From an optimization exercise on the open Yosys and OpenROAD flow, aimed at small area; shortcuts taken in it are not production practice.
The RTL was checked by simulation tests, not by an equivalence proof against the original design.
The clock port is modelled as an ideal driver; clocking choices that lean on that would not hold on a real chip.
Power is estimated from default activity; no workload was simulated.

// sd_slv_top
module sd_slv_top(CLK, rst, CMD_i, CMD_o, CMD_oe, DATA_o, DATA_oe);
For scale: ~880 cells after synthesis, roughly 13 I/O pins, roughly 0.0095 mm2 of cells after synthesis.
Settings: LEC_CHECK=0, CAP_MARGIN=20, CORE_MARGIN=2, CORE_UTILIZATION=70, PLACE_DENSITY=0.85, SLEW_MARGIN=20; clock period 10.0 ns.
standard.sh (not shown) runs the stock make flow with config.mk's settings and CLKGATE_MAP_FILE= SYNTH_SCRIPT=/design/flow/synth_recipe.tcl, a recipe that flattens the netlist after the stock synthesis.
==> flow/flow/run.sh <==
#!/bin/bash
# Own flow: the standard layout (standard.sh) with three changes.
# 1. After the standard synthesis, the combinational logic is optimised and
#    mapped again by Yosys/ABC for area (reopt.tcl). The flip-flops are left
#    exactly as the standard synthesis made them: same instances, names and
#    cells. The new netlist is used only if Yosys proves it equivalent to the
#    standard one (reopt_equiv.tcl); otherwise the standard netlist is kept.
# 2. The clock tree is built without dummy load cells, with a clkbuf_8 root
#    and clkbuf_16 sink buffers over clusters of up to 30 registers within
#    100 um (CTS_ARGS replaces ORFS's clock_tree_synthesis arguments).
# 3. The port buffers are the smallest buffer (BUFFER_PORTS_ARGS).
# Each tool's output goes to a log of its own in the work folder.
set -euo pipefail
export CTS_ARGS="-sink_clustering_enable -repair_clock_nets -sink_clustering_size 30 -sink_clustering_max_diameter 100 -dont_use_dummy_load -root_buf sky130_fd_sc_hd__clkbuf_8 -sink_clustering_buffer sky130_fd_sc_hd__clkbuf_16"
export BUFFER_PORTS_ARGS="-buffer_cell sky130_fd_sc_hd__buf_1"

bash standard.sh synth > synth.log 2>&1

R=orfs/results/sky130hd/sd_slv_top/base
cp "$R/1_2_yosys.v" 1_2_yosys_standard.v
YOSYS=yosys
if [[ -x "$FLOW_HOME/../tools/install/yosys/bin/yosys" ]]; then
  YOSYS="$FLOW_HOME/../tools/install/yosys/bin/yosys"
fi
export REOPT_LIB="$FLOW_HOME/platforms/sky130hd/lib/sky130_fd_sc_hd__tt_025C_1v80.lib"
export REOPT_SCRIPT="$PWD/flow/reopt.abc"
export REOPT_IN=1_2_yosys_standard.v
export REOPT_OUT=1_2_yosys_reopt.v
if "$YOSYS" -c flow/reopt.tcl > reopt.log 2>&1 &&
   "$YOSYS" -c flow/reopt_equiv.tcl > reopt_equiv.log 2>&1; then
  echo "using the re-optimised netlist" > reopt_result.txt
  cp 1_2_yosys_reopt.v "$R/1_2_yosys.v"
  rm -f "$R/1_synth.odb" "$R/1_synth.sdc"
else
  echo "keeping the standard netlist" > reopt_result.txt
fi

bash standard.sh > standard.log 2>&1
==> flow/flow/reopt.abc <==
strash
&get -n
&deepsyn -T 180
&put
&get -n
&dch -f
&nf -R 1000 -p -C 32
&put
==> flow/flow/reopt.tcl <==
# Map the combinational logic of the standard synthesis again, for area.
# The flip-flop cells are read as black boxes, so they and their names stay
# as they are; every other cell is read as its Liberty function and mapped
# again by ABC, without the platform's don't-use cells.
yosys -import
set lib $::env(REOPT_LIB)
set dont_use {
  sky130_fd_sc_hd__probe_p_8 sky130_fd_sc_hd__probec_p_8
  sky130_fd_sc_hd__lpflow_bleeder_1
  sky130_fd_sc_hd__lpflow_clkbufkapwr_1 sky130_fd_sc_hd__lpflow_clkbufkapwr_16
  sky130_fd_sc_hd__lpflow_clkbufkapwr_2 sky130_fd_sc_hd__lpflow_clkbufkapwr_4
  sky130_fd_sc_hd__lpflow_clkbufkapwr_8
  sky130_fd_sc_hd__lpflow_clkinvkapwr_1 sky130_fd_sc_hd__lpflow_clkinvkapwr_16
  sky130_fd_sc_hd__lpflow_clkinvkapwr_2 sky130_fd_sc_hd__lpflow_clkinvkapwr_4
  sky130_fd_sc_hd__lpflow_clkinvkapwr_8
  sky130_fd_sc_hd__lpflow_decapkapwr_12 sky130_fd_sc_hd__lpflow_decapkapwr_3
  sky130_fd_sc_hd__lpflow_decapkapwr_4 sky130_fd_sc_hd__lpflow_decapkapwr_6
  sky130_fd_sc_hd__lpflow_decapkapwr_8
  sky130_fd_sc_hd__lpflow_inputiso0n_1 sky130_fd_sc_hd__lpflow_inputiso0p_1
  sky130_fd_sc_hd__lpflow_inputiso1n_1 sky130_fd_sc_hd__lpflow_inputiso1p_1
  sky130_fd_sc_hd__lpflow_inputisolatch_1
  sky130_fd_sc_hd__lpflow_isobufsrc_1 sky130_fd_sc_hd__lpflow_isobufsrc_16
  sky130_fd_sc_hd__lpflow_isobufsrc_2 sky130_fd_sc_hd__lpflow_isobufsrc_4
  sky130_fd_sc_hd__lpflow_isobufsrc_8 sky130_fd_sc_hd__lpflow_isobufsrckapwr_16
  sky130_fd_sc_hd__lpflow_lsbuf_lh_hl_isowell_tap_1
  sky130_fd_sc_hd__lpflow_lsbuf_lh_hl_isowell_tap_2
  sky130_fd_sc_hd__lpflow_lsbuf_lh_hl_isowell_tap_4
  sky130_fd_sc_hd__lpflow_lsbuf_lh_isowell_4
  sky130_fd_sc_hd__lpflow_lsbuf_lh_isowell_tap_1
  sky130_fd_sc_hd__lpflow_lsbuf_lh_isowell_tap_2
  sky130_fd_sc_hd__lpflow_lsbuf_lh_isowell_tap_4
}
set du_args {}
foreach c $dont_use { lappend du_args -dont_use $c }

read_liberty -ignore_miss_func $lib
blackbox sky130_fd_sc_hd__df* sky130_fd_sc_hd__edf* sky130_fd_sc_hd__sdf* sky130_fd_sc_hd__dl* sky130_fd_sc_hd__conb_1
read_verilog $::env(REOPT_IN)
hierarchy -top sd_slv_top
tee -o reopt_stat_before.txt stat -liberty $lib
flatten
opt_clean
# the cells ABC places need their interfaces
read_liberty -lib -overwrite -ignore_miss_func $lib
abc -liberty $lib {*}$du_args -script $::env(REOPT_SCRIPT)
opt_clean -purge
setundef -zero
splitnets
opt_clean -purge
hilomap -singleton -hicell sky130_fd_sc_hd__conb_1 HI -locell sky130_fd_sc_hd__conb_1 LO
insbuf -buf sky130_fd_sc_hd__buf_4 A X
hierarchy -top sd_slv_top
check -assert -mapped
tee -o reopt_stat_after.txt stat -liberty $lib
write_verilog -noattr -nohex -nodec $::env(REOPT_OUT)
==> flow/flow/reopt_equiv.tcl <==
# Prove the re-optimised netlist equivalent to the standard one: both read
# with the cells' Liberty functions, registers paired by their (unchanged)
# instance names, the auto-named internal nets hidden so only real names pair.
yosys -import
read_liberty -ignore_miss_func $::env(REOPT_LIB)
read_verilog $::env(REOPT_IN)
yosys rename sd_slv_top gold
read_verilog $::env(REOPT_OUT)
yosys rename sd_slv_top gate
flatten gold gate
opt_clean gold gate
yosys rename -hide gold/w:_* gate/w:_*
async2sync
equiv_make gold gate equiv
hierarchy -top equiv
equiv_simple -seq 2 equiv
equiv_induct equiv
equiv_status -assert equiv
Next try:
--- a/flow/flow/run.sh
+++ b/flow/flow/run.sh
@@ -7,2 +7,3 @@
 #    standard one (reopt_equiv.tcl); otherwise the standard netlist is kept.
+#    It runs with four ABC seeds and keeps the smallest proven netlist.
 # 2. The clock tree is built without dummy load cells, with a clkbuf_8 root
@@ -25,9 +26,30 @@
 export REOPT_LIB="$FLOW_HOME/platforms/sky130hd/lib/sky130_fd_sc_hd__tt_025C_1v80.lib"
-export REOPT_SCRIPT="$PWD/flow/reopt.abc"
 export REOPT_IN=1_2_yosys_standard.v
-export REOPT_OUT=1_2_yosys_reopt.v
-if "$YOSYS" -c flow/reopt.tcl > reopt.log 2>&1 &&
-   "$YOSYS" -c flow/reopt_equiv.tcl > reopt_equiv.log 2>&1; then
-  echo "using the re-optimised netlist" > reopt_result.txt
-  cp 1_2_yosys_reopt.v "$R/1_2_yosys.v"
+# Four runs of the re-optimisation with different ABC seeds, in parallel;
+# the smallest netlist that Yosys proves equivalent is used.
+for s in 0 1 2 3; do
+  mkdir -p reopt_$s
+  sed "s/@SEED@/$s/" flow/reopt.abc > reopt_$s/reopt.abc
+  ( cd reopt_$s &&
+    REOPT_SCRIPT="$PWD/reopt.abc" REOPT_IN=../1_2_yosys_standard.v \
+    REOPT_OUT=1_2_yosys_reopt.v "$YOSYS" -c ../flow/reopt.tcl > reopt.log 2>&1 &&
+    REOPT_IN=../1_2_yosys_standard.v REOPT_OUT=1_2_yosys_reopt.v \
+    "$YOSYS" -c ../flow/reopt_equiv.tcl > reopt_equiv.log 2>&1 &&
+    grep 'Chip area' reopt_stat_after.txt | tail -1 | awk '{print $NF}' > area.txt ) &
+done
+wait
+best=""
+best_area=""
+for s in 0 1 2 3; do
+  if [[ -s reopt_$s/area.txt ]]; then
+    a=$(cat reopt_$s/area.txt)
+    if [[ -z "$best" ]] || awk -v a="$a" -v b="$best_area" 'BEGIN{exit !(a < b)}'; then
+      best=$s
+      best_area=$a
+    fi
+  fi
+done
+if [[ -n "$best" ]]; then
+  echo "using the re-optimised netlist of seed $best (area $best_area)" > reopt_result.txt
+  cp reopt_$best/1_2_yosys_reopt.v "$R/1_2_yosys.v"
   rm -f "$R/1_synth.odb" "$R/1_synth.sdc"
==> flow/flow/reopt.abc (replaced) <==
strash
&get -n
&deepsyn -T 240 -S @SEED@
&put
&get -n
&dch -f
&nf -R 1000 -p -C 32
&put
Core utilization drops by 0.22 points.
Via count drops by 1.1%.
Synthesized area drops by about 0.34%.
Combinational power drops by about 24%.
Clock power stays flat.
Next try:
--- a/flow/flow/run.sh
+++ b/flow/flow/run.sh
@@ -7,3 +7,3 @@
 #    standard one (reopt_equiv.tcl); otherwise the standard netlist is kept.
-#    It runs with four ABC seeds and keeps the smallest proven netlist.
+#    It runs with three ABC seeds and keeps the smallest proven netlist.
 # 2. The clock tree is built without dummy load cells, with a clkbuf_8 root
@@ -27,5 +27,5 @@
 export REOPT_IN=1_2_yosys_standard.v
-# Four runs of the re-optimisation with different ABC seeds, in parallel;
+# Three runs of the re-optimisation with different ABC seeds, in parallel;
 # the smallest netlist that Yosys proves equivalent is used.
-for s in 0 1 2 3; do
+for s in 0 1 2; do
   mkdir -p reopt_$s
@@ -42,3 +42,3 @@
 best_area=""
-for s in 0 1 2 3; do
+for s in 0 1 2; do
   if [[ -s reopt_$s/area.txt ]]; then
==> flow/flow/reopt.abc (replaced) <==
strash
&get -n
&deepsyn -T 180 -S @SEED@
&put
&get -n
&dch -f
&nf -R 1000 -p -C 32
&put
Register-to-register slack is about the same.
Sequential power hardly moves.
Non-clock buffer count does not change.
Total power does not change.
Clock-buffer cell count is unchanged.
Cell count stays the same.
Wire length does not change.
Flip-flop and latch count does not change.
Synthesized area does not change.
Worst hold slack does not change.
Final area does not change.

afterwards: timing with drivers on the ports:
Ports are ideal in the flow. The routed layouts listed here were re-timed in OpenROAD.
Step 1 sets driving cells, clkbuf_16 on the clock port and buf_2 on the other inputs (assumed; they add their load-dependent delay and slew).
Step 2 adds t to the input delays and takes it off the output delays; t is the mean of the earliest and latest rising clock arrival at the registers after step 1. Input paths then give back, and output paths get back, about the clock's delay inside the block.
Three values: ideal ports, drivers, drivers and shift; two values: the first two.
run | shift t [ns] | slack for setup (ns) | clock arrival spread, ns
the first run | 0.514 | 6.441 / 6.405 / 6.683 | 0.073 / 0.073
the second run | 0.526 | 6.301 / 6.301 / 6.301 | 0.072 / 0.071
the third run | 0.526 | 6.301 / 6.301 / 6.301 | 0.072 / 0.071
After both steps every run listed still meets setup and hold.
